Context: an optimization exercise on an open-source flow, tuned for small area. The choices shown serve that exercise and are no tape-out recipe.
Only simulation tests tie the RTL to the original design; equivalence was not proved.
Power and IR drop assume default switching activity.

==> design.v <==
module main(
	output [2:0] led,
	output [3:0] AN_out,
	output [6:0] CN_out,
	input clk, rst, clear, enter, change,
	input [3:0] switch
);
	reg [5:0] d;
	reg st;                        
	wire slow = (d == 6'd29);
	wire fast = (d[1:0] == 2'b11);
	always @(posedge clk or posedge rst)
		if (rst) begin d <= 6'd62; st <= 1'b0; end
		else begin d <= d + 1'b1; if (fast) st <= 1'b1; end
	reg e0, e1, e2, E;
	reg [1:0] q0, q1, q2, qp;      
	always @(posedge clk or posedge rst)
		if (rst) begin e0 <= 0; e1 <= 0; e2 <= 0; E <= 0; end
		else if (slow) begin e0 <= enter; e1 <= e0; e2 <= e1; E <= e1 & ~e2; end
	always @(posedge clk)
		if (slow) begin q0 <= {change, clear}; q1 <= q0; q2 <= q1; qp <= q1 & ~q2; end
	wire C = qp[0], G = qp[1];
	localparam [2:0] S_I = 3'd0, S_L = 3'd1, S_EP = 3'd2, S_U = 3'd3,
	                 S_CP = 3'd4, S_A = 3'd5, S_BD = 3'd6, S_LO = 3'd7;
	localparam [3:0] M_CL0 = 4'b0000, M_CL2 = 4'b0001, M_CL6 = 4'b0010, M_CL7 = 4'b0011,
	                 M_OPEN = 4'b1100, M_US = 4'b1101, M_LO = 4'b1110, M_BD = 4'b1111;
	reg [2:0] state;
	reg lf;
	reg [2:0] cnt;
	reg [4:0] th;
	reg tb;
	reg [3:0] tu;
	reg [3:0] mode;
	reg [15:0] passwd;
	reg [15:0] inp;
	wire swf = (switch == 4'hF);
	wire match = (passwd == inp);
	wire x511 = (th == 5'd25) && tb && (tu == 4'd1);
	wire t300 = (th == 5'd14) && tb && (tu == 4'd9);
	wire t360 = (th == 5'd17) && tb && (tu == 4'd9);
	wire t321 = (th == 5'd16) && !tb && (tu == 4'd0);
	wire t302 = (th == 5'd15) && !tb && (tu == 4'd1);
	wire t6   = (th == 5'd0) && !tb && (tu == 4'd5);
	reg [4:0] nth; reg ntb; reg [3:0] ntu;   
	always @(*) begin
		nth = th; ntb = tb; ntu = tu + 1'b1;
		if (x511) begin nth = 5'd0; ntb = 1'b0; ntu = 4'd0; end
		else if (tu == 4'd9) begin
			ntu = 4'd0; ntb = ~tb;
			if (tb) nth = th + 1'b1;
		end
	end
	reg [2:0] ledv;
	always @(*)
		case (mode[3:2])
			2'b00: ledv = {mode[1], mode[1] | mode[0], mode[1] & mode[0]};
			2'b01: ledv = 3'd2;
			2'b10: ledv = 3'd4;
			default: case (mode[1:0]) 2'b00: ledv = 3'd3; 2'b01: ledv = 3'd5; 2'b10: ledv = 3'd7; default: ledv = 3'd6; endcase
		endcase
	assign led = ledv;
	wire [3:0] cl_mode = (mode[3:2] == 2'b00) ? mode :
	                     (mode[3:2] == 2'b01) ? M_CL2 :
	                     mode[0] ? M_CL6 : M_CL7;
	always @(posedge clk or posedge rst)
		if (rst) begin
			state <= S_I; lf <= 1'b1; cnt <= 3'd0;
			th <= 5'd25; tb <= 1'b1; tu <= 4'd1;
			mode <= M_CL0;
		end else if (slow) begin
			case (state)
			S_I: begin
				mode <= cl_mode;
				if (t6) begin state <= S_BD; {th, tb, tu} <= {5'd25, 1'b1, 4'd1}; end
				else if (E && !swf) begin state <= S_A; {th, tb, tu} <= {5'd25, 1'b1, 4'd1}; end
				else if (E) {th, tb, tu} <= {nth, ntb, ntu};
			end
			S_L: begin
				mode <= cl_mode;
				lf <= 1'b1; cnt <= 3'd0; {th, tb, tu} <= {5'd25, 1'b1, 4'd1};
				if (E && !swf) state <= S_A;
			end
			S_A: begin
				mode <= M_US;
				if (E) begin state <= lf ? S_EP : S_CP; {th, tb, tu} <= {5'd25, 1'b1, 4'd1}; end
				else begin {th, tb, tu} <= {nth, ntb, ntu}; if (t300) state <= S_LO; end
			end
			S_EP: begin
				if (cnt == 3'd4) state <= (match == lf) ? S_U : S_L;
				else if (t300) state <= S_LO;
				if (cnt[2] == 1'b0) mode <= {2'b01, cnt[1:0]};
				if (E && cnt == 3'd3) begin cnt <= 3'd4; {th, tb, tu} <= {5'd25, 1'b1, 4'd1}; end
				else if (C) begin cnt <= 3'd0; {th, tb, tu} <= {5'd25, 1'b1, 4'd1}; end
				else begin {th, tb, tu} <= {nth, ntb, ntu}; if (E && !cnt[2]) cnt <= cnt + 1'b1; end
			end
			S_U: begin
				mode <= M_OPEN;
				cnt <= 3'd0; lf <= 1'b0; {th, tb, tu} <= {nth, ntb, ntu};
				if (E) state <= S_EP;
				else if (G) state <= S_A;
				else if (t300) state <= S_LO;
			end
			S_CP: begin
				if (cnt == 3'd5) state <= S_U;
				else if (t300) state <= S_LO;
				if (cnt[2] == 1'b0) mode <= {2'b10, cnt[1:0]};
				if (E && cnt == 3'd4) cnt <= 3'd5;
				else if (C) begin cnt <= 3'd0; {th, tb, tu} <= {5'd25, 1'b1, 4'd1}; end
				else begin {th, tb, tu} <= {nth, ntb, ntu}; if (E && !cnt[2]) cnt <= cnt + 1'b1; end
			end
			S_LO: begin
				{th, tb, tu} <= {nth, ntb, ntu};
				if (t360) state <= S_L;
				if (t302) mode <= M_LO;
			end
			S_BD: begin
				{th, tb, tu} <= {nth, ntb, ntu};
				mode <= M_BD;
				if (t321) state <= S_L;
			end
			endcase
		end
	always @(posedge clk)
		if (slow) begin
			if (state == S_I) passwd <= 16'h0000;
			else if (state == S_BD) passwd <= 16'h3456;
			else if (state == S_CP && E && cnt == 3'd4) passwd <= inp;
		end
	wire wr = slow && (state == S_EP || state == S_CP) && !cnt[2];
	always @(posedge clk) begin
		if (wr && cnt[1:0] == 2'd0) inp[15:12] <= switch;
		if (wr && cnt[1:0] == 2'd1) inp[11:8] <= switch;
		if (wr && cnt[1:0] == 2'd2) inp[7:4] <= switch;
		if (wr && cnt[1:0] == 2'd3) inp[3:0] <= switch;
	end
	localparam [4:0] G_L = 5'h10, G_P = 5'h11, G_N = 5'h12, G_V = 5'h13,
	                 G_DASH = 5'h14, G_US = 5'h15, G_BL = 5'h16;
	function [4:0] bdtext(input [4:0] i);
		case (i)
		5'd4, 5'd14, 5'd15: bdtext = 5'd1;
		5'd6: bdtext = G_L;
		5'd7: bdtext = 5'd0;
		5'd8: bdtext = G_V;
		5'd9, 5'd11: bdtext = 5'd14;
		5'd12: bdtext = 5'd12;
		5'd13: bdtext = 5'd3;
		default: bdtext = G_BL;
		endcase
	endfunction
	wire [1:0] j = ~(d[3:2] + 1'b1);    
	reg [3:0] dig;
	always @(*)
		case (j)
			2'd0: dig = inp[15:12];
			2'd1: dig = inp[11:8];
			2'd2: dig = inp[7:4];
			default: dig = inp[3:0];
		endcase
	wire [1:0] k = mode[1:0];
	reg [4:0] glyph;
	always @(*)
		case (mode[3:2])
		2'b00:  
			case (j) 2'd0: glyph = 5'd12; 2'd1: glyph = G_L; 2'd2: glyph = 5'd5; default: glyph = 5'd13; endcase
		2'b01:  
			if (j < k) glyph = G_DASH;
			else if (j == k) glyph = {1'b0, dig};
			else glyph = G_US;
		2'b10:  
			if (j > k) glyph = G_US;
			else if (k == 2'd1 && j == 2'd0) glyph = {2'b00, inp[15:13]};
			else if (k == 2'd1 && j == 2'd1) glyph = {inp[12], inp[11:8]};
			else glyph = {1'b0, dig};
		default:
			case (mode[1:0])
			2'b00: case (j) 2'd0: glyph = 5'd0; 2'd1: glyph = G_P; 2'd2: glyph = 5'd14; default: glyph = G_N; endcase
			2'b01: glyph = G_US;
			2'b10:  
				if (tb || th == 5'd18) glyph = G_BL;
				else case (j) 2'd0: glyph = G_BL; 2'd1: glyph = 5'd0; 2'd2: glyph = G_V; default: glyph = 5'd7; endcase
			default: glyph = bdtext({1'b0, th[3:0]} + {3'b0, j});
			endcase
		endcase
	reg [4:0] ch;
	always @(posedge clk or posedge rst)
		if (rst) ch <= G_BL;
		else if (fast) ch <= glyph;
	assign AN_out = st ? ~(4'b0001 << d[3:2]) : 4'b1111;
	reg [6:0] seg;
	always @(*)
		if (!ch[4]) case (ch[3:0])
			4'h0: seg = 7'b0000001;
			4'h1: seg = 7'b1001111;
			4'h2: seg = 7'b0010010;
			4'h3: seg = 7'b0000110;
			4'h4: seg = 7'b1001100;
			4'h5: seg = 7'b0100100;
			4'h6: seg = 7'b0100000;
			4'h7: seg = 7'b0001111;
			4'h8: seg = 7'b0000000;
			4'h9: seg = 7'b0000100;
			4'hA: seg = 7'b0001000;
			4'hB: seg = 7'b1100000;
			4'hC: seg = 7'b0110001;
			4'hD: seg = 7'b1000010;
			4'hE: seg = 7'b0110000;
			default: seg = 7'b0111000;
		endcase
		else if (ch[3]) seg = 7'b1111111;
		else case (ch[2:0])
			3'd0: seg = 7'b1110001;
			3'd1: seg = 7'b0011000;
			3'd2: seg = 7'b1101010;
			3'd3: seg = 7'b1000001;
			3'd4: seg = 7'b1111110;
			3'd5: seg = 7'b1110111;
			default: seg = 7'b1111111;
		endcase
	assign CN_out = seg;
endmodule
==> flow/run.sh <==
#!/bin/bash
# Own layout flow: the standard flow (standard.sh) with these changes:
# - synthesis: no half/full-adder cell extraction (ADDER_MAP_FILE empty) and a
#   stronger area-oriented ABC script (flow/abc_area.script, used through a
#   copy of the ORFS scripts folder); registers and their names are unchanged;
# - ports are buffered with the smallest buffer cell;
# - clock tree: small buffers and no dummy loads.
set -euo pipefail
W=$(pwd)
rm -rf "$W/xscripts"
cp -r "$FLOW_HOME/scripts" "$W/xscripts"
cp "$W/flow/abc_area.script" "$W/xscripts/abc_area.script"
CTS="-sink_clustering_enable -repair_clock_nets -dont_use_dummy_load -buf_list sky130_fd_sc_hd__clkbuf_4 -sink_clustering_size 8 -sink_clustering_max_diameter 40"
bash "$W/standard.sh" SCRIPTS_DIR="$W/xscripts" ADDER_MAP_FILE= ABC_AREA=1 \
	BUFFER_PORTS_ARGS="-buffer_cell sky130_fd_sc_hd__buf_1" \
	CTS_ARGS="$CTS" finish > "$W/make_flow.log" 2>&1
==> flow/abc_area.script <==
strash
&get -n
&fraig -x
&put
dc2
strash
&get -n
&deepsyn -T 60
&put
strash
&get -n
&dch -f
&nf -R 1000
&put
mfs2
strash
&get -n
&dch -f
&nf -R 1000
&put
==> standard.sh <==
#!/bin/bash
# synth_recipe.tcl (not shown) runs the flow's synth.tcl, then flattens the netlist and writes it again
# the make line also repeats each setting of config.mk as NAME=value (left out here)
make -C /OpenROAD-flow-scripts/flow DESIGN_CONFIG=/design/flow/config.mk WORK_HOME=/design/flow/orfs CLKGATE_MAP_FILE= SYNTH_SCRIPT=/design/flow/synth_recipe.tcl "${@:-finish}"
==> config.mk <==
export PLATFORM = sky130hd
export DESIGN_NAME = main
export DESIGN_NICKNAME = main
export VERILOG_FILES = /design/flow/design.v
export SDC_FILE = /design/flow/constraint.sdc
export NUM_CORES = 4
export LEC_CHECK = 0
export ABC_AREA = 1
export CAP_MARGIN = 20
export CORE_MARGIN = 2
export CORE_UTILIZATION = 60
export PLACE_DENSITY = 0.75
export SLEW_MARGIN = 20
==> constraint.sdc <==
create_clock -name core_clock -period 6.0 [get_ports {clk}]
set_input_delay 1.2000 -clock core_clock [delete_from_list [all_inputs] [get_ports {clk}]]
set_output_delay 1.2000 -clock core_clock [all_outputs]
set_load 0.01 [all_outputs]
==> results.cfg, run 1 <==
[route]
ant_nets = 0
first_pass_iters = 5
drc = 0
num_vias = 3778
viasPerCell = 6.651
routed_wl_um = 9870
wl_per_cell_um = 17.38
drt_iter0_markers = 338

[power]
ir_drop_mv = 0.1083
power_density_mw_per_mm2 = 176.6
total_leakage_power_nw = 1.523

[cts]
worstSkewPairLatency_ns = 0.41
cts_resized = 0
cts_buffer_depth = 2
root_buffer = clkbuf_4
tritoncts = done
htreeDepth = 3
cts_made_buffers = 9
clk_pin_slew_ns = 0.12
cts_setup_buffers = 0
ctsHoldBuffers = 0
cts.sinks = 77

[critical_path]
worst_setup_path_start_kind = flip-flop
path_class = flip-flop to output pin
crit_fanout = 11
worstPathArrival_ns = 2.26
crit_required_ns = 4.80
end_kind = output pin

[yosys]
syn_nets = 464
ys_seq_elements = 77
avgSynthCellArea_um2 = 9.204
async_flop_share_pct = 48.05
syn_inst = 455
ys_warn_count = 1
yosysUniqueCellTypes = 53
synth_top_area_share_pct = 28.68
synth.area.top_cells = edfxtp_1 (29%), dfrtp_1 (14%), dfstp_2 (8.8%)
syn-cell-area_mm2 = 0.004188
seq_area_frac_synth_pct = 51.21
ys.flop_type = edfxtp_1
synth.largest_area_cell = edfxtp_1
synth_edf_count = 40

[global_route]
grt_usage_pct = 27.62
grt_overflow = 0
grt_pass1_vias = 3448
grt_pass1_wl_um = 16500
antenna_found_initial = 0
grt_max_degree = 38

[finish]
area_delta_synth_final_pct = 6.334
diodes = 0
drive_above_1_share_pct = 5.123
final_net_count = 499

[floorplanning]
die_w_um = 87.55
fp.dieArea_mm2 = 0.007664
num_rows = 30
io_pins = 23
die_height_um = 87.55
start_util_pct = 61.98
core_area_mm2 = 0.006756

[place]
dp_hpwl_um = 7112
portBuffers = 22
routabilityCongestion = 0.9583

[timing]
final-setup-viol-count = 0
max_slew.worst_pin.slew_ns = 0.7047
fin_setup_tns_ns = 0
whs_ns = 0.4394
fmax_ghz = 0.2892
final_max_slew_viol_count = 0
fin_crit_ns = 3.458
rsz0062_at_grt = false
finClkSkew_ns = 0.02891
maxSlewHeadroom_pct = 52.84
post-route-period-util_pct = 57.64
hold_viol = 0

[job]
cap_violations = 0

[hold_path]
hp-class = flip-flop to flip-flop

[status]
status = complete, no violations
## report_power, final
part	leakage [nW]	switching [W]	total, W	internal [W]
clock network	0.0414	0.000153	0.000223	0.0000699
logic	0.705	0.00000729	0.00000913	0.00000184
registers	0.777	0.000000183	0.000555	0.000554
total	1.52	0.000160	0.000787	0.000626
## kinds of logic after synthesis
| kind of cell | count (synthesis) | share of synthesized area (%) |
|---|---|---|
| flip-flops | 77 | 51.21 |
| AO/OA/AOI/OAI | 144 | 21.93 |
| XOR/XNOR | 11 | 2.301 |
| AND/OR/NAND/NOR | 192 | 21.78 |
| buffers and inverters | 31 | 2.779 |
## worst paths after layout
check | depth (start not counted) | end | startpoint | slack, ns
min in group asynchronous | 3 | d[0] | rst | 0.83
worst max-delay path | 8 | CN_out[1] | ch[1] | 2.54
worst max register to register | 10 | th[4] | d[3] | 2.93
max in group asynchronous | 3 | ch[2] | rst | 4.77
worst min register to register | 0 | q1[0] | q0[0] | 0.44
worst min-delay path | 0 | q1[0] | q0[0] | 0.44
## routing by layer
layer | wire [µm] | global-route usage, %
met1 | 4267 | 37.50
met2 | 4681 | 44.90
met3 | 705 | 6.598
met4 | 214 | 7.692
met5 | 0 | 0
## stage by stage
step                power [W]  utilization [%]  worst slack [ns]  instances  area, µm²
global placement    0.0005746            64.91             3.060        559       4385
global route        0.0008097            65.91             2.337        568       4453
floorplan           0.0005693                -             3.180        455       4188
CTS                 0.0007915            65.91             2.519        568       4453
detailed placement  0.0005749            64.91             2.961        559       4385
finish              0.0007865            65.91             2.542        568       4453
## flip-flops by register name, indices dropped and copies added (netlist names)
name,cells
q1,2
st,1
state,3
e1,1
d,6
ch,5
passwd,16
mode,4
th,5
tb,1
E,1
e2,1
qp,2
inp,16
q0,2
cnt,3
e0,1
tu,4
q2,2
lf,1
## synthesized netlist by cell type, drive strengths merged (3+ instances only)
master,number
a222oi,3
clkinv,31
a22oi,3
o221ai,3
a21o,4
a21oi,27
nand2,45
edfxtp,40
a31oi,9
nor2b,12
a211oi,4
nor3,13
xnor2,5
nand4,9
dfrtp,23
nor2,62
or2,3
nand3,15
o21ai,41
dfstp,14
and3,5
o31ai,4
xor2,6
o22ai,21
nand2b,9
and2,6
or3,5
a211o,3
## layout make-up
class                           count  area, µm²
Inverter                           31      116.4
Multi-Input combinational cell    347       1927
Fill cell                         559       2303
Tap cell                           80      100.1
Clock buffer                        9      67.56
Timing Repair Buffer               24      97.59
Sequential cell                    77       2145
## critical path, cell delays in order, from the launching register on
cell and delay (ns):
dfstp_2 0.62, nor2b_1 0.23, o21ai_0 0.10, o21ai_0 0.11, a21oi_1 0.10, a21o_1 0.21
a211o_1 0.30, nand2_1 0.06, buf_1 0.15
## placed cells by master (no fill, tap or decap), drive strengths merged, types with 12 or more instances in the layout
| cell type | count |
|---|---|
| nor2 | 62 |
| nand2 | 45 |
| o21ai | 41 |
| edfxtp | 40 |
| clkinv | 31 |
| a21oi | 27 |
| buf | 24 |
| dfrtp | 23 |
| o22ai | 21 |
| nand3 | 15 |
| dfstp | 14 |
| nor3 | 13 |
| nor2b | 12 |
==> run 2, diff against run 1 <==
--- a/flow/run.sh
+++ b/flow/run.sh
@@ -10,7 +10,7 @@
 rm -rf "$W/xscripts"
 cp -r "$FLOW_HOME/scripts" "$W/xscripts"
 cp "$W/flow/abc_area.script" "$W/xscripts/abc_area.script"
-CTS="-sink_clustering_enable -repair_clock_nets -dont_use_dummy_load -buf_list sky130_fd_sc_hd__clkbuf_4 -sink_clustering_size 8 -sink_clustering_max_diameter 40"
+CTS="-sink_clustering_enable -repair_clock_nets -dont_use_dummy_load -buf_list sky130_fd_sc_hd__clkbuf_8"
 bash "$W/standard.sh" SCRIPTS_DIR="$W/xscripts" ADDER_MAP_FILE= ABC_AREA=1 \
 	BUFFER_PORTS_ARGS="-buffer_cell sky130_fd_sc_hd__buf_1" \
 	CTS_ARGS="$CTS" finish > "$W/make_flow.log" 2>&1
==> run 2 against run 1 <==
Still clean. Count of clock-buffer cells in the layout unchanged. Final cell count unchanged. Core utilization up 0.83 points. Clock power up 31%. Worst setup slack better by 0.071 ns. Sequential cell count unchanged. Synthesized cell count unchanged. Via count down 1.4%. Critical path type unchanged. Largest cell class unchanged. Highest routed layer unchanged.
==> results.cfg, run 2 <==
[finish]
multi_input_area_mm2 = 0.001927
area_delta_synth_final_pct = 7.678
seq_area_mm2 = 0.002145
final_common_cell = nor2_1
diodes = 0
reg_top3 = inp x16, passwd x16, d x6
fillers = 554
drive_above_1_share_pct = 5.123
final_cell_mix = nor2_1 (62), nand2_1 (45), o21ai_0 (41), edfxtp_1 (40), clkinv_1 (31)
final_net_count = 499

[yosys]
synth_edf_count = 40
synth_top_area_share_pct = 28.68
synth.area.top_cells = edfxtp_1 (29%), dfrtp_1 (14%), dfstp_2 (8.8%)
seq_area_frac_synth_pct = 51.21
syn_inst = 455
synth_commonest_cells = nor2_1 (62), nand2_1 (45), o21ai_0 (41)
yosysUniqueCellTypes = 53
syn-cell-area_mm2 = 0.004188
synth.largest_area_cell = edfxtp_1
avgSynthCellArea_um2 = 9.204
ys_warn_count = 1
syn_nets = 464
async_flop_share_pct = 48.05
ys_seq_elements = 77
ys.flop_type = edfxtp_1
synthMostInstantiatedCell = nor2_1

[floorplanning]
num_rows = 30
start_util_pct = 61.98
die_height_um = 87.55
fp.dieArea_mm2 = 0.007664
core_area_mm2 = 0.006756
die_w_um = 87.55
io_pins = 23

[timing]
fin_crit_ns = 3.387
maxSlewHeadroom_pct = 52.56
rsz0062_at_grt = false
finClkSkew_ns = 0.01833
max_slew.worst_pin.slew_ns = 0.7090
fin_setup_tns_ns = 0
hold_viol = 0
final-setup-viol-count = 0
fmax_ghz = 0.2952
worst_slack_ns = 2.613
final_max_slew_viol_count = 0
post-route-period-util_pct = 56.45

[cts]
cts_made_buffers = 9
cts_resized = 0
ctsHoldBuffers = 0
clk_pin_slew_ns = 0.08
root_buffer = clkbuf_8
worstSkewPairLatency_ns = 0.34
cts_buffer_depth = 2
cts.sinks = 77
cts_setup_buffers = 0
tritoncts = done
htreeDepth = 3

[critical_path]
cpMaxStageDelayCell = dfstp_2
crit_buf_inv = 1
worstPathArrival_ns = 2.19
path_delay_family = compound AO/OA/AOI/OAI gates
critical-path-max-stage-delay_ns = 0.61
r2r_slack_ns = 2.93
worst_setup_path_start_kind = flip-flop
end_kind = output pin
path_class = flip-flop to output pin
path_cells = nor2b_1, o21ai_0, o21ai_0, a21oi_1, a21o_1, a211o_1, nand2_1, buf_1
crit_fanout = 11
crit_required_ns = 4.80
path_common_cell = o21ai_0

[status]
status = complete, no violations

[route]
routed_wl_um = 9814
num_vias = 3726
drc = 0
drt_iter0_markers = 350
viasPerCell = 6.560
first_pass_iters = 7
ant_nets = 0
wl_per_cell_um = 17.28

[global_route]
antenna_found_initial = 0
grt_pass1_wl_um = 16420
grt_usage_pct = 27.46
grt_max_degree = 38
grt_overflow = 0
grt_pass1_vias = 3457

[power]
ir_drop_mv = 0.1445
total_leakage_power_nw = 1.547
power_density_mw_per_mm2 = 189.8

[job]
cap_violations = 0

[place]
place_ws_ns = 2.961
portBuffers = 22
dp_hpwl_um = 7112
routabilityCongestion = 0.9583

[hold_path]
hp-class = flip-flop to flip-flop
run 2: cell types whose count changed in the layout (fill, tap and decap cells not counted):
cell	change
clkbuf_8	+9
clkbuf_4	-9
run 2: cells by family (layout without fill, tap and decap cells):
group | count (synthesis) | count (layout) | synth area share, %
and+or+nand+nor | 192 | 192 | 21.78
AOI/OAI and AO/OA | 144 | 144 | 21.93
DFF | 77 | 77 | 51.21
buffers and inverters | 31 | 64 | 2.779
xor gates and xnor gates | 11 | 11 | 2.301
run 2: path summary, 6_finish.rpt:
kind / startpoint / to / depth (start not counted)
min reg2reg: q0[0] / q1[0] / 0
min in group asynchronous: rst / d[0] / 3
min: q0[0] / q1[0] / 0
max reg2reg: d[3] / th[4] / 10
max in group asynchronous: rst / ch[2] / 3
max: ch[1] / CN_out[1] / 8
run 2: where the power goes:
part | total (W) | switching [W] | internal [W]
Sequential | 0.000555 | 0.000000174 | 0.000555
Combinational | 0.00000918 | 0.00000734 | 0.00000184
Clock | 0.000292 | 0.000158 | 0.000134
run 2: cell type report:
type	instances	area share, %
sequential	77	47.56
multi-input combinational	347	42.73
clock buffer	9	2.747
inverter	31	2.580
tap	80	2.220
timing repair buffer	24	2.164
run 2: per-stage QoR:
stage / hold WS, ns / power, W / utilization (%) / instances / instance area (µm²)
2_1_floorplan: 0.4003 / 0.0005693 / - / 455 / 4188
3_3_place_gp: 0.4041 / 0.0005746 / 64.91 / 559 / 4385
3_5_place_dp: 0.4074 / 0.0005749 / 64.91 / 559 / 4385
4_1_cts: 0.4269 / 0.0008649 / 66.74 / 568 / 4509
5_1_grt: 0.4472 / 0.0008811 / 66.74 / 568 / 4509
6_report: 0.4277 / 0.0008561 / 66.74 / 568 / 4509
run 2: layer usage:
metal | wire, µm | vias to the layer above | GRT usage [%]
li1 | - | 1772 | -
met1 | 4227 | 1763 | 36.62
met2 | 4671 | 172 | 45.45
met3 | 745 | 19 | 6.221
met4 | 170 | 0 | 7.972
met5 | 0 | - | 0
==> run 3, diff against run 2 <==
==> run.sh (new file) <==
#!/bin/bash
# synth_recipe.tcl (not shown) runs the flow's synth.tcl, then flattens the netlist and writes it again
# the make line also repeats each setting of config.mk as NAME=value (left out here)
make -C /OpenROAD-flow-scripts/flow DESIGN_CONFIG=/design/flow/config.mk WORK_HOME=/design/flow/orfs CLKGATE_MAP_FILE= SYNTH_SCRIPT=/design/flow/synth_recipe.tcl finish
--- a/config.mk
+++ b/config.mk
@@ -8,6 +8,6 @@
 export ABC_AREA = 1
 export CAP_MARGIN = 20
 export CORE_MARGIN = 2
-export CORE_UTILIZATION = 60
-export PLACE_DENSITY = 0.75
+export CORE_UTILIZATION = 40
+export PLACE_DENSITY = 0.6
 export SLEW_MARGIN = 20
removed: flow/run.sh
removed: flow/abc_area.script
removed: standard.sh
==> run 3 against run 2 <==
Via count increased by 22%. Largest power group unchanged. Global-route usage decreased by 9.6 points. Maximum frequency decreased by 6.2%. Critical endpoint is now CN_out[3].
==> results.cfg, run 3 <==
[status]
status = complete, no violations

[yosys]
synth_edf_count = 40
avgSynthCellArea_um2 = 7.523
synth_top_family_by_area = simple AND/OR/NAND/NOR gates
seq_area_frac_synth_pct = 39.70
synth_top_area_share_pct = 22.24
yosysUniqueCellTypes = 51
synth.largest_area_cell = edfxtp_1
syn_inst = 718
async_flop_share_pct = 48.05
ys_seq_elements = 77
synth.area.top_cells = edfxtp_1 (22%), nand2_1 (12%), dfrtp_1 (11%)
synth_compound_area_share_pct = 13.23
syn_nets = 761
synthSimpleGateAreaFrac_pct = 26.75
syn-cell-area_mm2 = 0.005401
ys_warn_count = 1
muxShareOfSynthArea_pct = 0
synthAdderAreaFrac_pct = 8.015
ys.flop_type = edfxtp_1
synth-xor-area-share_pct = 1.459
synthMostInstantiatedCell = nand2_1
synth_commonest_cells = nand2_1 (173), inv_1 (124), nor2_1 (84)

[finish]
diodes = 0
area_delta_synth_final_pct = 12.42
final_common_cell = nand2_1
reg_top3 = inp x16, passwd x16, d x6
fillers = 1345
final_util_pct = 46.03
multi_input_area_mm2 = 0.002671
seq_area_mm2 = 0.002145
final_net_count = 787
drive_above_1_share_pct = 10.15
final_cell_mix = nand2_1 (173), inv_1 (124), nor2_1 (84), o21ai_0 (56), edfxtp_1 (40)

[global_route]
grt_overflow = 0
grt_pass1_vias = 4172
antenna_found_initial = 0
grt_usage_pct = 17.84
grt_pass1_wl_um = 20470
grt_max_degree = 38

[route]
wl_per_cell_um = 13.41
ant_nets = 0
drc = 0
routed_wl_um = 12400
drt_iter0_markers = 406
viasPerCell = 4.933
first_pass_iters = 5
num_vias = 4563

[power]
power_density_mw_per_mm2 = 178.7
total_leakage_power_nw = 2.856
ir_drop_mv = 0.1246

[critical_path]
end_kind = output pin
crit_fanout = 6
worst_setup_path_start_kind = flip-flop
critical-path-max-stage-delay_ns = 0.54
cpMaxStageDelayCell = clkdlybuf4s50_1
worstPathArrival_ns = 2.41
path_delay_family = buffers and inverters
path_common_cell = inv_1
crit_buf_inv = 5
crit_required_ns = 4.80
path_cells = inv_1, ha_1, inv_1, nor2_1, nor2_1, inv_1, nor2_1, inv_1, nand2_1, nor3_1, a21oi_1, clkdlybuf4s50_1
path_class = flip-flop to output pin

[cts]
cts_buffer_depth = 2
worstSkewPairLatency_ns = 0.35
tritoncts = done
cts.sinks = 77
root_buffer = clkbuf_16
cts_resized = 0
cts_made_buffers = 9
clk_pin_slew_ns = 0.06
cts_setup_buffers = 0
ctsHoldBuffers = 0
htreeDepth = 3

[floorplanning]
start_util_pct = 40.95
num_rows = 42
die_w_um = 120.2
core_area_mm2 = 0.01319
fp.dieArea_mm2 = 0.01445
die_height_um = 120.2
io_pins = 23

[timing]
hold_viol = 0
rsz0062_at_grt = false
maxSlewHeadroom_pct = 63.80
finClkSkew_ns = 0.007183
final_max_slew_viol_count = 0
fin_crit_ns = 3.611
fmax_ghz = 0.2769
final-setup-viol-count = 0
post-route-period-util_pct = 60.18
max_slew.worst_pin.slew_ns = 0.5373
fin_setup_tns_ns = 0

[place]
dp_hpwl_um = 9448
routabilityCongestion = 0.9129
portBuffers = 22

[hold_path]
hp-class = flip-flop to flip-flop

[job]
cap_violations = 0
==> run 3: layout make-up <==
class / count / area share, %
multi-input combinational: 496 / 43.99
clock buffer: 10 / 3.771
tap: 176 / 3.627
inverter: 136 / 8.613
sequential: 77 / 35.32
clock inverter: 6 / 0.8036
timing repair buffer: 24 / 3.874
==> run 3: power by group <==
part	switching (W)	leakage, nW	internal [W]
Clock	0.000233	0.137	0.000284
Sequential	0.0000000867	0.777	0.000555
Combinational	0.00000764	1.94	0.00000529
==> run 3: kinds of logic after synthesis <==
logic type | count (synthesis)
simple gates | 329
buf+inv | 145
compound gates | 124
flops | 77
fa+ha+maj | 34
xor+xnor | 9
==> run 3: worst paths after layout <==
| check | from | endpoint | slack, ns | cells past startpoint |
|---|---|---|---|---|
| max in group asynchronous | rst | ch[1] | 4.37 | 3 |
| min reg2reg | q0[0] | q1[0] | 0.42 | 0 |
| max | ch[0] | CN_out[3] | 2.39 | 12 |
| max reg2reg | d[2] | ch[2] | 3.31 | 12 |
| min | q0[0] | q1[0] | 0.42 | 0 |
| min in group asynchronous | rst | cnt[0] | 1.28 | 3 |
==> run 3: stage by stage <==
stage | setup WS [ns] | hold slack (ns) | power (W) | cell area (µm²) | cells
final | 2.389 | 0.4228 | 0.001085 | 6072 | 925
after global routing | 2.204 | 0.4270 | 0.001122 | 6072 | 925
after CTS | 2.366 | 0.4207 | 0.001103 | 6072 | 925
after detailed placement | 2.751 | 0.4045 | 0.0005789 | 5794 | 909
after global placement | 2.823 | 0.4031 | 0.0005784 | 5794 | 909
after floorplan | 3.382 | 0.4003 | 0.0005694 | 5401 | 718
==> run 3: metal layers <==
layer | routed length [µm] | track usage, % | part of all wire (%) | vias to the layer above
met5 | 0 | 0 | 0 | -
met4 | 289 | 7.500 | 2.3 | 0
met3 | 331 | 2.689 | 2.7 | 20
met2 | 5852 | 29.40 | 47 | 82
met1 | 5929 | 23.42 | 48 | 2097
li1 | - | - | - | 2364
==> run 4, diff against run 3 <==
==> flow/run.sh (new file) <==
#!/bin/bash
# Own layout flow: the standard flow (standard.sh), with two synthesis
# changes that only touch combinational logic: no half/full-adder cell
# extraction (ADDER_MAP_FILE empty) and a stronger area-oriented ABC script
# (flow/abc_area.script, used through a copy of the ORFS scripts folder).
# Ports get the smallest buffer cell.
set -euo pipefail
W=$(pwd)
rm -rf "$W/xscripts"
cp -r "$FLOW_HOME/scripts" "$W/xscripts"
cp "$W/flow/abc_area.script" "$W/xscripts/abc_area.script"
bash "$W/standard.sh" SCRIPTS_DIR="$W/xscripts" ADDER_MAP_FILE= ABC_AREA=1 \
	BUFFER_PORTS_ARGS="-buffer_cell sky130_fd_sc_hd__buf_1" finish > "$W/make_flow.log" 2>&1
==> flow/abc_area.script (new file) <==
strash
&get -n
&fraig -x
&put
dc2
strash
&get -n
&deepsyn -T 60
&put
strash
&get -n
&dch -f
&nf -R 1000
&put
mfs2
strash
&get -n
&dch -f
&nf -R 1000
&put
==> standard.sh (new file) <==
#!/bin/bash
# synth_recipe.tcl (not shown) runs the flow's synth.tcl, then flattens the netlist and writes it again
# the make line also repeats each setting of config.mk as NAME=value (left out here)
make -C /OpenROAD-flow-scripts/flow DESIGN_CONFIG=/design/flow/config.mk WORK_HOME=/design/flow/orfs CLKGATE_MAP_FILE= SYNTH_SCRIPT=/design/flow/synth_recipe.tcl "${@:-finish}"
removed: run.sh
==> run 4 against run 3 <==
Still clean. Worst hold slack about the same. Core utilization decreased by 0.80 points. Sequential share of layout area increased by 11 points. Count of clock-buffer cells in the layout increased by 4. Critical endpoint is now CN_out[1]. Largest power group unchanged.
==> results.cfg, run 4 <==
[status]
status = complete, no violations

[floorplanning]
core_area_mm2 = 0.01023
fp.dieArea_mm2 = 0.01130
num_rows = 37
start_util_pct = 40.93
die_height_um = 106.3
die_w_um = 106.3
io_pins = 23

[yosys]
synth_commonest_cells = nor2_1 (62), nand2_1 (45), o21ai_0 (41)
synth.area.top_cells = edfxtp_1 (29%), dfrtp_1 (14%), dfstp_2 (8.8%)
synth_top_area_share_pct = 28.68
ys_seq_elements = 77
syn-cell-area_mm2 = 0.004188
async_flop_share_pct = 48.05
syn_nets = 464
syn_inst = 455
synth.largest_area_cell = edfxtp_1
synthMostInstantiatedCell = nor2_1
ys_warn_count = 1
seq_area_frac_synth_pct = 51.21
yosysUniqueCellTypes = 53
avgSynthCellArea_um2 = 9.204
ys.flop_type = edfxtp_1
synth_edf_count = 40

[critical_path]
r2r_start = d[3]
crit_fanout = 11
r2r_end = th[4]
path_class = flip-flop to output pin
r2r_slack_ns = 3.00
crit_required_ns = 4.80
reg2reg_depth = 10
worstPathArrival_ns = 2.23
end_kind = output pin
worst_setup_path_start_kind = flip-flop

[cts]
tritoncts = done
clk_pin_slew_ns = 0.08
cts.sinks = 77
root_buffer = clkbuf_8
cts_buffer_depth = 2
worstSkewPairLatency_ns = 0.35
ctsHoldBuffers = 0
cts_resized = 0
cts_setup_buffers = 0
cts_made_buffers = 9
htreeDepth = 3

[global_route]
met1_usage_pct = 27.73
grt_max_degree = 38
grt_pass1_vias = 3457
grt_usage_pct = 19.55
grt_overflow = 0
grt_util_met3_pct = 3.863
grt_busiest_layer = met2
global_route.usage.met2_pct = 29.76
antenna_found_initial = 0
grt_pass1_wl_um = 17470

[power]
total_leakage_power_nw = 1.572
ir_drop_mv = 0.1306
power_density_mw_per_mm2 = 198.4

[finish]
reg_top3 = inp x16, passwd x16, d x6
area_delta_synth_final_pct = 10.52
final_net_count = 499
drive_above_1_share_pct = 5.859
final_cell_mix = nor2_1 (62), nand2_1 (45), o21ai_0 (41), edfxtp_1 (40), clkinv_1 (31)
fillers = 979
final_util_pct = 45.24
diodes = 0
final_common_cell = nor2_1

[place]
dp_hpwl_um = 7617
place_ws_ns = 2.954
routabilityCongestion = 0.9454
portBuffers = 22

[timing]
final_max_slew_viol_count = 0
hold_viol = 0
fin_crit_ns = 3.429
rsz0062_at_grt = false
post-route-period-util_pct = 57.15
maxSlewHeadroom_pct = 46.50
fin_setup_tns_ns = 0
finClkSkew_ns = 0.01146
max_slew.worst_pin.slew_ns = 0.7995
worst_slack_ns = 2.571
final-setup-viol-count = 0
fmax_ghz = 0.2916

[hold_path]
hold_path_end = q1[0]
hold_depth = 0
hp-class = flip-flop to flip-flop
hp-start = q0[0]

[job]
cap_violations = 0

[route]
wl_per_cell_um = 16.74
routed_wl_um = 10570
num_vias = 3740
drt_iter0_markers = 382
viasPerCell = 5.927
drc = 0
ant_nets = 0
first_pass_iters = 5
## run 4: changes by cell type after synthesis, sizes merged, moves of 6 or more
cell,delta
inv,-134
clkinv,+29
nand3,-19
ha,-33
nand2,-134
o21ai,-22
nor2b,+12
nor2,-35
nand2b,+9
nor3,+6
o22ai,+10
## run 4: worst max-delay path by stage
stage / from / to / slack (ns) / depth (start not counted)
after floorplan: ch[2] / CN_out[6] / 3.18 / 8
after global placement: ch[1] / CN_out[1] / 3.05 / 8
after detailed placement: ch[1] / CN_out[1] / 2.95 / 8
after CTS: ch[1] / CN_out[1] / 2.55 / 8
after global routing: ch[1] / CN_out[1] / 2.41 / 8
final: ch[1] / CN_out[1] / 2.57 / 8
## run 4: worst max-delay path, cell delays in order (launching register included)
cell and delay, ns:
dfstp_2 0.63, nor2b_1 0.24, o21ai_0 0.10, o21ai_0 0.11
a21oi_1 0.10, a21o_1 0.20, a211o_1 0.29, nand2_1 0.06
buf_1 0.15
## run 4: cell families after synthesis
| logic type | count (synthesis) | share of synthesized area (%) |
|---|---|---|
| flops | 77 | 51.21 |
| compound gates | 144 | 21.93 |
| buf+inv | 31 | 2.779 |
| simple gates | 192 | 21.78 |
| xor+xnor | 11 | 2.301 |
## run 4: cell type report
type | instances | area [µm²] | share of cell area, %
Inverter | 31 | 116.4 | 2.514
Clock inverter | 2 | 10.01 | 0.2163
Clock buffer | 14 | 162.7 | 3.514
Multi-Input combinational cell | 347 | 1927 | 41.63
Tap cell | 136 | 170.2 | 3.677
Sequential cell | 77 | 2145 | 46.34
Timing Repair Buffer | 24 | 97.59 | 2.109
## run 4: layer usage
layer,up-vias,part of all wire (%)
li1,1777,-
met3,23,6.2
met2,155,45
met1,1785,46
met5,-,0
met4,0,2.2
## run 4: report_power, final
group	total [W]	internal [W]	leakage [nW]	switching (W)
sequential	0.000555	0.000554	0.777	0.000000149
combinational	0.00000957	0.00000184	0.705	0.00000773
clock	0.000354	0.000172	0.0905	0.000182
total	0.000918	0.000728	1.57	0.000190
## run 4: through the flow
| stage | power [W] | hold WS [ns] | cell area, µm² | instances |
|---|---|---|---|---|
| 5_1_grt | 0.0009488 | 0.4316 | 4628 | 631 |
| 2_1_floorplan | 0.0005693 | 0.4003 | 4188 | 455 |
| 6_report | 0.0009181 | 0.4225 | 4628 | 631 |
| 3_3_place_gp | 0.0005751 | 0.4055 | 4456 | 615 |
| 4_1_cts | 0.0009299 | 0.4237 | 4628 | 631 |
| 3_5_place_dp | 0.0005752 | 0.4052 | 4456 | 615 |
==> run 5, diff against run 4 <==
--- a/config.mk
+++ b/config.mk
@@ -8,6 +8,9 @@
 export ABC_AREA = 1
 export CAP_MARGIN = 20
 export CORE_MARGIN = 2
-export CORE_UTILIZATION = 40
-export PLACE_DENSITY = 0.6
+export CORE_UTILIZATION = 60
+export CTS_BUF_LIST = sky130_fd_sc_hd__clkbuf_4
+export CTS_CLUSTER_DIAMETER = 60
+export CTS_CLUSTER_SIZE = 12
+export PLACE_DENSITY = 0.75
 export SLEW_MARGIN = 20
==> run 5 against run 4 <==
Still clean. Worst hold slack improved by 0.018 ns. Design area decreased by 2.2%. Sequential share of layout area increased by 1.1 points. Die area down 32%. Sequential cell count unchanged. Power shrank 4.6%. Sequential power about the same. Combinational power shrank 3.9%. Clock skew up 0.0062 ns. Via count rose by 2.2%. Routed wire length shrank 6.9%. Non-clock buffer count did not move. Largest cell class unchanged.
==> results.cfg, run 5 <==
[power]
power_density_mw_per_mm2 = 193.6
ir_drop_mv = 0.1481
total_leakage_power_nw = 1.560
power.total_w = 0.0008760

[yosys]
synth.largest_area_cell = edfxtp_1
synth_commonest_cells = nor2_1 (62), nand2_1 (45), o21ai_0 (41)
avgSynthCellArea_um2 = 9.204
ys_warn_count = 1
async_flop_share_pct = 48.05
synth_top_area_share_pct = 28.68
ys.flop_type = edfxtp_1
syn_nets = 464
ys_seq_elements = 77
synthMostInstantiatedCell = nor2_1
seq_area_frac_synth_pct = 51.21
synth.area.top_cells = edfxtp_1 (29%), dfrtp_1 (14%), dfstp_2 (8.8%)
yosysUniqueCellTypes = 53
syn-cell-area_mm2 = 0.004188
syn_inst = 455
synth_edf_count = 40

[route]
first_pass_iters = 5
drt_iter0_markers = 417
viasPerCell = 6.647
ant_nets = 0
drc = 0
wl_per_cell_um = 17.11
num_vias = 3822
routed_wl_um = 9840

[cts]
cts_resized = 0
tritoncts = done
htreeDepth = 3
cts_setup_buffers = 0
cts.sinks = 77
clk_pin_slew_ns = 0.13
cts_buffer_depth = 2
root_buffer = clkbuf_4
worstSkewPairLatency_ns = 0.41
cts_made_buffers = 9
ctsHoldBuffers = 0

[critical_path]
worst_setup_path_start_kind = flip-flop
end_kind = output pin
path_class = flip-flop to output pin
crit_required_ns = 4.80
r2r_slack_ns = 2.94
crit_fanout = 11
worstPathArrival_ns = 2.27

[finish]
final_cell_mix = nor2_1 (62), nand2_1 (45), o21ai_0 (41), edfxtp_1 (40), clkinv_1 (31)
area_delta_synth_final_pct = 8.037
final_net_count = 499
final_common_cell = nor2_1
drive_above_1_share_pct = 6.465
diodes = 0
fillers = 553
reg_top3 = inp x16, passwd x16, d x6

[global_route]
grt_pass1_wl_um = 16500
grt_max_degree = 38
grt_pass1_vias = 3458
antenna_found_initial = 0
grt_overflow = 0
grt_usage_pct = 27.54

[timing]
fin_setup_tns_ns = 0
max_slew.worst_pin.slew_ns = 0.7213
hold_viol = 0
fmax_ghz = 0.2881
final-setup-viol-count = 0
final_max_slew_viol_count = 0
fin_crit_ns = 3.471
maxSlewHeadroom_pct = 51.74
post-route-period-util_pct = 57.86
rsz0062_at_grt = false
finClkSkew_ns = 0.01768

[floorplanning]
die_height_um = 87.55
die_w_um = 87.55
start_util_pct = 61.98
io_pins = 23
num_rows = 30
fp.dieArea_mm2 = 0.007664
core_area_mm2 = 0.006756

[place]
routabilityCongestion = 0.9583
dp_hpwl_um = 7112
portBuffers = 22

[status]
status = complete, no violations

[hold_path]
hp-class = flip-flop to flip-flop

[job]
cap_violations = 0
run 5: routing by layer:
layer	GRT usage (%)	routed length (µm)
met1	37.75	4306
met2	45.11	4695
met3	5.372	668
met4	7.972	170
met5	0	0
run 5: cell type report:
cell class	count	area, µm²	area share (%)
repair buffers	24	97.59	2.157
inverters	31	116.4	2.572
clock inverters	4	48.80	1.079
multi-input cells	347	1927	42.59
clock buffers	12	90.09	1.991
well taps	80	100.1	2.212
flip-flops and latches	77	2145	47.40
run 5: logic make-up after synthesis:
family	count (synthesis)	share of synthesized area, %
buffers and inverters	31	2.779
DFF	77	51.21
xor gates and xnor gates	11	2.301
AOI/OAI and AO/OA	144	21.93
and+or+nand+nor	192	21.78
run 5: report_power, final:
| part | internal [W] | switching, W | total, W |
|---|---|---|---|
| clock network | 0.000141 | 0.000171 | 0.000312 |
| registers | 0.000554 | 0.000000183 | 0.000555 |
| logic | 0.00000184 | 0.00000736 | 0.00000920 |
run 5: worst paths after layout:
| path | from | to | cells after the start |
|---|---|---|---|
| worst max-delay path | ch[1] | CN_out[1] | 8 |
| worst min-delay path | q0[0] | q1[0] | 0 |
| worst max register to register | d[3] | th[4] | 10 |
| worst min register to register | q0[0] | q1[0] | 0 |
| max in group asynchronous | rst | ch[4] | 3 |
| min in group asynchronous | rst | e2 | 3 |
run 5: per-stage QoR:
step / instances / area (µm²) / setup slack [ns] / hold slack, ns / utilization [%]
final: 575 / 4524 / 2.529 / 0.4409 / 66.96
after global routing: 575 / 4524 / 2.321 / 0.4595 / 66.96
after CTS: 575 / 4524 / 2.505 / 0.4387 / 66.96
after detailed placement: 559 / 4385 / 2.961 / 0.4074 / 64.91
after global placement: 559 / 4385 / 3.060 / 0.4041 / 64.91
after floorplan: 455 / 4188 / 3.180 / 0.4003 / -
run 5: critical path, cell delays in order (launching register included):
cell     delay [ns]
dfstp_2        0.63
nor2b_1        0.23
o21ai_0        0.10
o21ai_0        0.11
a21oi_1        0.10
a21o_1         0.21
a211o_1        0.30
nand2_1        0.06
buf_1          0.15
==> run 6, diff against run 5 <==
--- a/design.v
+++ b/design.v
@@ -6,12 +6,11 @@
 	input [3:0] switch
 );
 	reg [5:0] d;
-	reg st;                        
 	wire slow = (d == 6'd29);
 	wire fast = (d[1:0] == 2'b11);
 	always @(posedge clk or posedge rst)
-		if (rst) begin d <= 6'd62; st <= 1'b0; end
-		else begin d <= d + 1'b1; if (fast) st <= 1'b1; end
+		if (rst) d <= 6'd62;
+		else d <= d + 1'b1;
 	reg e0, e1, e2, E;
 	reg [1:0] q0, q1, q2, qp;      
 	always @(posedge clk or posedge rst)
@@ -35,17 +34,18 @@
 	reg [15:0] inp;
 	wire swf = (switch == 4'hF);
 	wire match = (passwd == inp);
-	wire x511 = (th == 5'd25) && tb && (tu == 4'd1);
-	wire t300 = (th == 5'd14) && tb && (tu == 4'd9);
-	wire t360 = (th == 5'd17) && tb && (tu == 4'd9);
-	wire t321 = (th == 5'd16) && !tb && (tu == 4'd0);
-	wire t302 = (th == 5'd15) && !tb && (tu == 4'd1);
-	wire t6   = (th == 5'd0) && !tb && (tu == 4'd5);
+	wire tu9  = tu[3] & tu[0];
+	wire x511 = th[4] & th[3] & th[0] & tb & tu[0];
+	wire t300 = (th == 5'd14) & tb & tu9;
+	wire t360 = th[4] & th[0] & tb & tu9;         
+	wire t321 = th[4] & ~th[3];                    
+	wire t302 = (th == 5'd15) & ~tb & (tu == 4'd1);  
+	wire t6   = tu[2] & tu[0];                     
 	reg [4:0] nth; reg ntb; reg [3:0] ntu;   
 	always @(*) begin
 		nth = th; ntb = tb; ntu = tu + 1'b1;
 		if (x511) begin nth = 5'd0; ntb = 1'b0; ntu = 4'd0; end
-		else if (tu == 4'd9) begin
+		else if (tu9) begin
 			ntu = 4'd0; ntb = ~tb;
 			if (tb) nth = th + 1'b1;
 		end
@@ -169,7 +169,7 @@
 		2'b10:  
 			if (j > k) glyph = G_US;
 			else if (k == 2'd1 && j == 2'd0) glyph = {2'b00, inp[15:13]};
-			else if (k == 2'd1 && j == 2'd1) glyph = {inp[12], inp[11:8]};
+			else if (k == 2'd1 && j == 2'd1) glyph = {inp[12], inp[11:9], inp[8] & ~&inp[12:9]};
 			else glyph = {1'b0, dig};
 		default:
 			case (mode[1:0])
@@ -183,8 +183,9 @@
 		endcase
 	reg [4:0] ch;
 	always @(posedge clk or posedge rst)
-		if (rst) ch <= G_BL;
+		if (rst) ch <= 5'b11111;    
 		else if (fast) ch <= glyph;
+	wire st = ~&ch;
 	assign AN_out = st ? ~(4'b0001 << d[3:2]) : 4'b1111;
 	reg [6:0] seg;
 	always @(*)
==> flow/run.sh (replaced) <==
#!/bin/bash
# Own layout flow: the standard flow (standard.sh) with these changes:
# - synthesis: no half/full-adder cell extraction (ADDER_MAP_FILE empty) and a
#   stronger area-oriented ABC script (flow/abc_area.script, used through a
#   copy of the ORFS scripts folder); registers and their names are unchanged;
# - ports are buffered with the smallest buffer cell;
# - clock tree: small buffers and no dummy loads.
set -euo pipefail
W=$(pwd)
rm -rf "$W/xscripts"
cp -r "$FLOW_HOME/scripts" "$W/xscripts"
cp "$W/flow/abc_area.script" "$W/xscripts/abc_area.script"
CTS="-sink_clustering_enable -repair_clock_nets -dont_use_dummy_load -root_buf sky130_fd_sc_hd__clkbuf_8 -buf_list sky130_fd_sc_hd__clkbuf_4 -sink_clustering_size 8 -sink_clustering_max_diameter 40"
bash "$W/standard.sh" SCRIPTS_DIR="$W/xscripts" ADDER_MAP_FILE= ABC_AREA=1 \
	BUFFER_PORTS_ARGS="-buffer_cell sky130_fd_sc_hd__buf_1" \
	CTS_ARGS="$CTS" finish > "$W/make_flow.log" 2>&1
==> flow/abc_area.script (replaced) <==
strash
&get -n
&fraig -x
&put
dc2
strash
&get -n
&deepsyn -T 120
&put
strash
&get -n
&dch -f
&nf -R 1000
&put
mfs2
strash
&get -n
&dch -f
&nf -R 1000
&put
mfs2
strash
&get -n
&dch -f
&nf -R 1000
&put
--- a/config.mk
+++ b/config.mk
@@ -9,8 +9,5 @@
 export CAP_MARGIN = 20
 export CORE_MARGIN = 2
 export CORE_UTILIZATION = 60
-export CTS_BUF_LIST = sky130_fd_sc_hd__clkbuf_4
-export CTS_CLUSTER_DIAMETER = 60
-export CTS_CLUSTER_SIZE = 12
 export PLACE_DENSITY = 0.75
 export SLEW_MARGIN = 20
==> run 6 against run 5 <==
Design area fell by 2.4%. Still clean. Non-clock buffer count rose by 1. Critical path type is now flip-flop to flip-flop. Critical path depth decreased by 2. Via count decreased by 7.0%. Global-route usage down 0.55 points. Count of clock-buffer cells in the layout is 3 lower. Final cell count down 2.6%. Clock power fell by 6%. Critical endpoint is now inp[11].
==> results.cfg, run 6 <==
[yosys]
avgSynthCellArea_um2 = 9.168
ys_seq_elements = 76
async_flop_share_pct = 47.37
synth_commonest_cells = nor2_1 (79), nand2_1 (56), edfxtp_1 (40)
synth.area.top_cells = edfxtp_1 (29%), dfrtp_1 (12%), dfstp_2 (10%)
syn_nets = 455
synthMostInstantiatedCell = nor2_1
yosysUniqueCellTypes = 49
ys.flop_type = edfxtp_1
seq_area_frac_synth_pct = 51.90
ys_warn_count = 1
syn_inst = 446
synth.largest_area_cell = edfxtp_1
synth_top_area_share_pct = 29.38
syn-cell-area_mm2 = 0.004089
synth_edf_count = 40

[finish]
area_delta_synth_final_pct = 8.048
final_util_pct = 66.12
diodes = 0
reg_top3 = inp x16, passwd x16, d x6
final_common_cell = nor2_1
drive_above_1_share_pct = 5.833
final_net_count = 491
final_cell_mix = nor2_1 (79), nand2_1 (56), edfxtp_1 (40), a21oi_1 (29), o21ai_0 (27)

[timing]
max_slew.worst_pin.slew_ns = 0.9931
finClkSkew_ns = 0.02880
fin_crit_ns = 3.469
rsz0062_at_grt = false
maxSlewHeadroom_pct = 33.55
hold_viol = 0
post-route-period-util_pct = 57.81
final_max_slew_viol_count = 0
fin_setup_tns_ns = 0
fmax_ghz = 0.2883
final-setup-viol-count = 0

[place]
portBuffers = 22
routabilityCongestion = 0.8971
dp_hpwl_um = 6901

[power]
total_leakage_power_nw = 1.564
ir_drop_mv = 0.1384
power_density_mw_per_mm2 = 192.7

[hold_path]
hold_path_end = q1[0]
hp-start = q0[0]
hp-class = flip-flop to flip-flop
hold_depth = 0

[status]
status = complete, no violations

[critical_path]
cpMaxStageDelayCell = nor4b_1
worstPathArrival_ns = 3.44
worst_setup_path_start_kind = flip-flop
reg2reg_depth = 6
path_cells = and2_0, nand3_1, or3_1, clkinv_1, nand2_1, nor4b_1
r2r_end = inp[11]
r2r_start = d[2]
critical-path-max-stage-delay_ns = 0.82
path_class = flip-flop to flip-flop
crit_buf_inv = 1
crit_start = d[2]
crit_fanout = 17
path_delay_family = simple AND/OR/NAND/NOR gates
crit_required_ns = 5.97
r2r_slack_ns = 2.53
end_kind = flip-flop

[cts]
clk_pin_slew_ns = 0.07
cts.sinks = 76
cts_made_buffers = 9
ctsHoldBuffers = 0
worstSkewPairLatency_ns = 0.35
cts_setup_buffers = 0
htreeDepth = 3
tritoncts = done
cts_resized = 0
cts_buffer_depth = 2
root_buffer = clkbuf_8

[global_route]
grt_max_degree = 37
grt_pass1_vias = 3270
grt_overflow = 0
grt_pass1_wl_um = 15660
grt_usage_pct = 26.99
antenna_found_initial = 0

[floorplanning]
num_rows = 30
core_area_mm2 = 0.006681
die_height_um = 86.55
start_util_pct = 61.20
fp.dieArea_mm2 = 0.007491
die_w_um = 86.55
io_pins = 23

[route]
viasPerCell = 6.348
first_pass_iters = 5
drc = 0
wl_per_cell_um = 16.93
drt_iter0_markers = 300
num_vias = 3555
ant_nets = 0
routed_wl_um = 9483

[job]
cap_violations = 0
run 6: worst max-delay path by stage:
stage	endpoint	cells after the start
detailed placement	inp[9]	6
global route	inp[11]	6
global placement	inp[8]	6
CTS	inp[11]	6
floorplan	inp[10]	6
finish	inp[11]	6
run 6: per-layer routing:
| metal | routed length, µm | up-vias | track usage, % |
|---|---|---|---|
| met5 | 0 | - | 0 |
| met4 | 250 | 0 | 12.50 |
| met3 | 458 | 25 | 4.476 |
| met2 | 4574 | 134 | 43.71 |
| met1 | 4199 | 1670 | 35.77 |
| li1 | - | 1726 | - |
run 6: area by class of cell:
cell class	count	area (µm²)
fill	587	2263
timing repair buffer	25	105.1
clock buffer	9	123.9
inverter	21	78.83
sequential	76	2122
multi-input combinational	349	1888
tap	80	100.1
run 6: metrics by stage:
stage	setup WS (ns)	total power, W	cell area [µm²]	std cells	hold WS [ns]
2_1_floorplan	3.155	0.0005631	4089	446	0.4003
3_3_place_gp	2.713	0.0005680	4294	551	0.4044
3_5_place_dp	2.546	0.0005685	4294	551	0.4079
4_1_cts	2.521	0.0008539	4418	560	0.4253
5_1_grt	2.260	0.0008729	4418	560	0.4384
6_report	2.531	0.0008515	4418	560	0.4242
run 6: cell families (layout without fill, tap and decap cells):
family / Yosys count / in the layout / share of synthesized area [%]
simple gates: 214 / 214 / 23.75
mux: 3 / 3 / 0.7956
buf+inv: 21 / 55 / 1.928
flops: 76 / 76 / 51.90
compound gates: 118 / 118 / 18.64
xor+xnor: 14 / 14 / 2.999
run 6: power breakdown:
part	internal [W]	switching (W)
registers	0.000548	0.000000364
clock network	0.000134	0.000160
logic	0.00000201	0.00000704
total	0.000684	0.000167
run 6: worst reg2reg max path: cells and delay by family, from the launching register on:
| kind | cells | cell delay [ns] |
|---|---|---|
| simple gates | 5 | 2.04 |
| flops | 1 | 0.69 |
| buf+inv | 1 | 0.37 |
==> run 7, diff against run 6 <==
--- a/flow/run.sh
+++ b/flow/run.sh
@@ -10,7 +10,7 @@
 rm -rf "$W/xscripts"
 cp -r "$FLOW_HOME/scripts" "$W/xscripts"
 cp "$W/flow/abc_area.script" "$W/xscripts/abc_area.script"
-CTS="-sink_clustering_enable -repair_clock_nets -dont_use_dummy_load -root_buf sky130_fd_sc_hd__clkbuf_8 -buf_list sky130_fd_sc_hd__clkbuf_4 -sink_clustering_size 8 -sink_clustering_max_diameter 40"
+CTS="-sink_clustering_enable -repair_clock_nets -dont_use_dummy_load -buf_list sky130_fd_sc_hd__clkbuf_8 -sink_clustering_size 25 -sink_clustering_max_diameter 150"
 bash "$W/standard.sh" SCRIPTS_DIR="$W/xscripts" ADDER_MAP_FILE= ABC_AREA=1 \
 	BUFFER_PORTS_ARGS="-buffer_cell sky130_fd_sc_hd__buf_1" \
 	CTS_ARGS="$CTS" finish > "$W/make_flow.log" 2>&1
==> run 7 against run 6 <==
Worst setup slack got worse by 0.014 ns. Largest power group unchanged. Routed wire length rose by 1.9%. Design area up 1.3%. Synthesized cell count increased by 0.90%. Maximum frequency is 0.41% lower. Still clean. Sequential power about the same. Register-to-register slack improved by 0.24 ns. First-iteration DRC count is 12% higher. Highest routed layer unchanged. Core utilization rose by 0.14 points. Combinational power about the same.
==> results.cfg, run 7 <==
[status]
status = complete, no violations

[finish]
fillers = 585
final_net_count = 495
reg_top3 = inp x16, passwd x16, d x6
seq_area_mm2 = 0.002122
final_common_cell = nand2_1
drive_above_1_share_pct = 5.785
diodes = 0
final_cell_mix = nand2_1 (61), nor2_1 (58), edfxtp_1 (40), o21ai_0 (35), a21oi_1 (26)
multi_input_area_mm2 = 0.001951
area_delta_synth_final_pct = 7.934
final_util_pct = 66.26
postLayoutCellArea_mm2 = 0.004477

[cts]
worstSkewPairLatency_ns = 0.36
root_buffer = clkbuf_8
cts_setup_buffers = 0
ctsHoldBuffers = 0
clk_pin_slew_ns = 0.07
cts_buffer_depth = 2
cts_resized = 0
tritoncts = done
cts.sinks = 76
cts_made_buffers = 9
htreeDepth = 3

[yosys]
synth_edf_count = 40
avgSynthCellArea_um2 = 9.217
ys.flop_type = edfxtp_1
syn-cell-area_mm2 = 0.004148
synth.area.top_cells = edfxtp_1 (29%), dfrtp_1 (12%), dfstp_2 (10%)
ys_warn_count = 1
synth_top_area_share_pct = 28.96
syn_inst = 450
yosysUniqueCellTypes = 46
synth.largest_area_cell = edfxtp_1
synth_commonest_cells = nand2_1 (61), nor2_1 (58), edfxtp_1 (40)
synthMostInstantiatedCell = nand2_1
async_flop_share_pct = 47.37
syn_nets = 459
seq_area_frac_synth_pct = 51.16
ys_seq_elements = 76

[hold_path]
hold_depth = 0
hp-class = flip-flop to flip-flop

[floorplanning]
io_pins = 23
num_rows = 30
die_w_um = 87.15
start_util_pct = 61.39
fp.dieArea_mm2 = 0.007594
core_area_mm2 = 0.006756
die_height_um = 87.15

[power]
power.share.switching_pct = 19.54
power_density_mw_per_mm2 = 190.0
total_leakage_power_nw = 1.621
clock_power_share_pct = 34.4
p_int_w = 0.0006844
ir_drop_mv = 0.1504
p_switching_w = 0.0001662
seqPwrFrac_pct = 64.5
combPwrFrac_pct = 1.1

[critical_path]
crit_fanout = 11
end_kind = output pin
path_class = flip-flop to output pin
crit_required_ns = 4.80
reg2reg_depth = 9
worstPathArrival_ns = 2.28
worst_setup_path_start_kind = flip-flop

[route]
viasPerCell = 6.335
drc = 0
first_pass_iters = 5
num_vias = 3573
ant_nets = 0
routed_wl_um = 9665
drt_iter0_markers = 335
wl_per_cell_um = 17.14

[job]
cap_violations = 0

[timing]
fin_crit_ns = 3.483
rsz0062_at_grt = false
finClkSkew_ns = 0.02827
max_slew.worst_pin.slew_ns = 1.052
maxSlewHeadroom_pct = 28.06
final-setup-viol-count = 0
post-route-period-util_pct = 58.05
fin_setup_tns_ns = 0
fmax_ghz = 0.2871
hold_viol = 0
final_max_slew_viol_count = 0

[global_route]
grt_pass1_wl_um = 16060
grt_max_degree = 37
grt_overflow = 0
grt_usage_pct = 27.32
antenna_found_initial = 0
grt_pass1_vias = 3378

[place]
placed_cell_area_mm2 = 0.004353
dp_hpwl_um = 6987
routabilityCongestion = 0.9076
portBuffers = 22
==> run 7: layer usage <==
| metal | GRT usage, % | vias up | part of all wire (%) |
|---|---|---|---|
| met3 | 4.929 | 24 | 5.5 |
| met2 | 44.69 | 134 | 48 |
| li1 | - | 1729 | - |
| met1 | 36.57 | 1686 | 44 |
| met5 | 0 | - | 0 |
| met4 | 10.21 | 0 | 2.6 |
==> run 7: final timing paths <==
path	startpoint	to	slack (ns)
worst max-delay path	ch[2]	CN_out[5]	2.52
worst min-delay path	q0[0]	q1[0]	0.43
worst min register to register	q0[0]	q1[0]	0.43
max in group asynchronous	rst	ch[0]	4.72
worst max register to register	d[3]	tb	2.77
min in group asynchronous	rst	cnt[1]	0.93
==> run 7: logic make-up (layout without fill, tap and decap cells) <==
| kind of cell | count (synthesis) | in the layout | synth area share, % |
|---|---|---|---|
| buffers and inverters | 20 | 54 | 1.810 |
| xor gates and xnor gates | 17 | 17 | 3.590 |
| and+or+nand+nor | 213 | 213 | 24.19 |
| DFF | 76 | 76 | 51.16 |
| muxes | 2 | 2 | 0.4827 |
| AOI/OAI and AO/OA | 122 | 122 | 18.76 |
==> run 7: layout make-up <==
type	count	area share [%]
Tap cell	80	2.236
Multi-Input combinational cell	354	43.57
Inverter	20	1.677
Clock buffer	9	2.767
Sequential cell	76	47.40
Timing Repair Buffer	25	2.348
==> run 7: critical path, cell delays in order, from the launching register on <==
cell	delay, ns
dfstp_2	0.61
nor2b_1	0.23
nor2_1	0.07
or3_1	0.43
a21o_1	0.20
nand3_1	0.08
nor2_1	0.06
xnor2_1	0.12
buf_1	0.16
==> run 7: power by group through the flow <==
stage	sequential, W	clock (W)	combinational, W
2_1_floorplan	0.000559	0	0.00000419
3_3_place_gp	0.000559	0	0.00000913
3_5_place_dp	0.000559	0	0.00000959
4_1_cts	0.000549	0.000301	0.00000954
5_1_grt	0.000549	0.000317	0.0000108
6_report	0.000549	0.000293	0.00000904
==> run 7: per-stage QoR <==
step	hold WS [ns]	power (W)	setup WS (ns)	cells
after global routing	0.4547	0.0008769	2.339	564
after detailed placement	0.4144	0.0005687	2.814	555
after CTS	0.4354	0.0008593	2.486	564
after global placement	0.4036	0.0005681	2.839	555
after floorplan	0.4003	0.0005632	2.941	450
final	0.4319	0.0008506	2.517	564

## port drivers added, routing unchanged
No port has a modelled driver above. Below, the same layouts with a new extraction and two added sets of constraints.
Step 1 (the two cells are an assumption about what drives the block):
set clk [get_ports {clk}]
set_driving_cell -lib_cell sky130_fd_sc_hd__clkbuf_16 $clk
set_driving_cell -lib_cell sky130_fd_sc_hd__buf_2 [delete_from_list [all_inputs] $clk]
Step 2 times the ports against the registers' clock, not the clock port: input delays grow and output delays shrink by t, the midpoint of the rising clock arrivals with the driver on.
Slacks: no drivers / after step 1 / after step 2; pairs: no drivers / after step 1.
| run | t (ns) | setup slack, ns | latest minus earliest clock arrival (ns) |
|---|---|---|---|
| run 1 | 0.424 | 2.542 / 2.514 / 2.927 | 0.029 / 0.029 |
| run 2 | 0.359 | 2.613 / 2.583 / 2.929 | 0.019 / 0.019 |
| run 3 | 0.384 | 2.389 / 2.349 / 2.733 | 0.007 / 0.008 |
| run 4 | 0.379 | 2.571 / 2.539 / 2.918 | 0.012 / 0.012 |
| run 5 | 0.429 | 2.529 / 2.501 / 2.930 | 0.018 / 0.018 |
| run 6 | 0.368 | 2.531 / 2.531 / 2.531 | 0.028 / 0.029 |
| run 7 | 0.371 | 2.517 / 2.487 / 2.768 | 0.028 / 0.028 |
After both steps setup and hold are still met in every run listed.
